This design comes from an exercise in tuning for small area and a short achievable clock period on the open sky130 flow, not from production work.
Only simulation tests tie the RTL to the original design; equivalence was not proved.
No activity file was given, so power comes from the tool's default toggle rates.

Design processorPipe, start of the top module:
module processorPipe(
    input clk,
    input rst,
    input [15:0] instr_in,
    output [15:0] pc_out,
    output [15:0] alu_res,
    output memWrite,
    output regWrite,
    output [15:0] rf_WD,
    output [15:0] alu_b,
    output [15:0] read_rs,
    output [15:0] data_out,
    output [15:0] data_in
);
    integer i, k;
    reg [4:0] pc_q;    
    always @(posedge clk or posedge rst) begin
        if (rst)
            pc_q <= 5'd0;
        else
            pc_q <= pc_q + 5'd1;
    end
    assign pc_out = {10'd0, pc_q, 1'b0};
    wire [3:0] op_f = instr_in[15:12];
    wire alu_src_f = (op_f == 4'b0001) | (op_f == 4'b0010) | (op_f == 4'b1000) | (op_f == 4'b1010);
    wire sub_f = (op_f == 4'b0010) | (op_f == 4'b1100) |
                 ((op_f == 4'b0000) & (instr_in[2:1] == 2'b11));
    reg [15:0] ir;
    reg [7:1]  rs_oh, rt_oh;    
    reg        alu_src_d, sub_d;
    always @(posedge clk) begin
        ir <= instr_in;
        for (i = 1; i < 8; i = i + 1) begin
            rs_oh[i] <= (instr_in[11:9] == i[2:0]);
            rt_oh[i] <= (instr_in[8:6] == i[2:0]);
        end
        alu_src_d <= alu_src_f;
        sub_d <= sub_f;
    end
    wire [3:0] op = ir[15:12];
    wire [2:0] rt = ir[8:6];
    wire [2:0] rd = ir[5:3];
    wire [2:0] fn = ir[2:0];
    reg [2:0] alu_ctrl_d;
    reg       reg_dst_d, mem_to_reg_d, mem_write_d, reg_write_d;
    always @(*) begin
        reg_dst_d = 1'b0;
        mem_to_reg_d = 1'b0;
        mem_write_d = 1'b0;
        reg_write_d = 1'b0;
        alu_ctrl_d = 3'b010;
        case (op)
            4'b0000: begin reg_dst_d = 1'b1; reg_write_d = 1'b1; alu_ctrl_d = fn; end
            4'b0001: begin reg_write_d = 1'b1; end
            4'b0010: begin reg_write_d = 1'b1; alu_ctrl_d = 3'b110; end
            4'b1000: begin reg_write_d = 1'b1; mem_to_reg_d = 1'b1; end
            4'b1010: begin mem_write_d = 1'b1; end
            4'b1100: begin alu_ctrl_d = 3'b110; end
            default: ;
        endcase
    end
    reg [16*8-1:0] rf;    
    reg [15:0] rs_val, rt_val;
    always @(*) begin
        rs_val = 16'd0;
        rt_val = 16'd0;
        for (i = 1; i < 8; i = i + 1) begin
            rs_val = rs_val | (rf[16*i +: 16] & {16{rs_oh[i]}});
  ...
clock: 5.5 ns
lec_check: 0
cap_margin: 20
core_margin: 2
core_utilization: 50
cts_cluster_diameter: 60
cts_cluster_size: 30
place_density: 0.6
setup_slack_margin: 3.2
slew_margin: 20
standard.sh (not shown) runs the stock make flow with config.mk's settings and CLKGATE_MAP_FILE= SYNTH_SCRIPT=/design/flow/synth_recipe.tcl, a recipe that flattens the netlist after the stock synthesis.
==> flow/flow/run.sh <==
#!/bin/bash
# Layout flow: the standard ORFS flow (standard.sh, standard synthesis
# unchanged), with clock tree synthesis told not to insert dummy loads.
set -euo pipefail
export CTS_ARGS="-sink_clustering_enable -repair_clock_nets -dont_use_dummy_load -sink_clustering_size 30 -sink_clustering_max_diameter 60"
bash standard.sh > standard_flow.log 2>&1
Edit:
--- a/flow/config.mk
+++ b/flow/config.mk
@@ -13,3 +13,3 @@
 export PLACE_DENSITY = 0.6
-export SETUP_SLACK_MARGIN = 3.2
+export SETUP_SLACK_MARGIN = 3.3
 export SLEW_MARGIN = 20
Design area climbs by 2.7%; combinational power rose by about 15%; routed wire length increases by 2.1%; worst setup slack hardly moves; via count goes up by about 1.4%; area after synthesis stays the same; register-to-register slack is better by 0.096 ns; final cell count came out higher by about 0.8%; fmax barely changes; worst hold slack hardly moves; global-route usage climbs by 0.29 points.
Edit:
==> flow/flow/run.sh (replaced) <==
#!/bin/bash
# Layout flow: the standard ORFS flow (standard.sh, standard synthesis
# unchanged), with clock tree synthesis told not to insert dummy loads and
# the port buffers made plain buf_2 cells instead of delay buffers.
set -euo pipefail
export CTS_ARGS="-sink_clustering_enable -repair_clock_nets -dont_use_dummy_load -sink_clustering_size 30 -sink_clustering_max_diameter 60"
export BUFFER_PORTS_ARGS="-buffer_cell sky130_fd_sc_hd__buf_2"
bash standard.sh > standard_flow.log 2>&1
--- a/flow/config.mk
+++ b/flow/config.mk
@@ -13,3 +13,3 @@
 export PLACE_DENSITY = 0.6
-export SETUP_SLACK_MARGIN = 3.3
+export SETUP_SLACK_MARGIN = 3.2
 export SLEW_MARGIN = 20
After rerunning: The changed run finished with timing, DRC and antenna clean; final cell count goes down slightly; register-to-register slack is worse by 0.17 ns; first-iteration DRC count decreases by a little under a tenth; flip-flop and latch count is unchanged; synthesized cell count is unchanged; total power went down by a few percent.
Edit:
==> flow/flow/run.sh (replaced) <==
#!/bin/bash
# Layout flow: the standard ORFS flow (standard.sh, standard synthesis
# unchanged), with clock tree synthesis told not to insert dummy loads.
set -euo pipefail
export CTS_ARGS="-sink_clustering_enable -repair_clock_nets -dont_use_dummy_load -sink_clustering_size 30 -sink_clustering_max_diameter 60"
bash standard.sh > standard_flow.log 2>&1
--- a/flow/config.mk
+++ b/flow/config.mk
@@ -12,3 +12,3 @@
 export CTS_CLUSTER_SIZE = 30
-export PLACE_DENSITY = 0.6
+export PLACE_DENSITY = 0.65
 export SETUP_SLACK_MARGIN = 3.2
The new run ran to the end with no violations.
Synthesized area stays the same.
Clock power is about the same.
Wire length went down by 2.1%.
Worst hold slack loses 0.015 ns.
Fmax went up by 1.6%.

[afterwards: timing with drivers on the ports]
The flow's constraints put no driver on any port. The routed layouts listed below were extracted and timed again, unchanged, in two steps.
Step 1 sets driving cells, clkbuf_16 on the clock port and buf_2 on the other inputs (assumed; they add their load-dependent delay and slew).
Step 2, shift: input delay + t, output delay - t, t = (earliest + latest rising clock arrival at the registers) / 2. This alone moves slack from input paths to output paths.
Three values: ideal ports, drivers, drivers and shift; two values: the first two.
run | t, ns | slack for setup (ns) | cell pins on the clock port's net
the first run | 0.637 | 3.234 / 3.173 / 3.234 | 1
the second run | 0.637 | 3.234 / 3.174 / 3.327 | 1
the third run | 0.650 | 3.163 / 3.147 / 3.163 | 1
the fourth run | 0.655 | 3.201 / 3.159 / 3.201 | 1
After both steps every run listed still meets setup and hold.
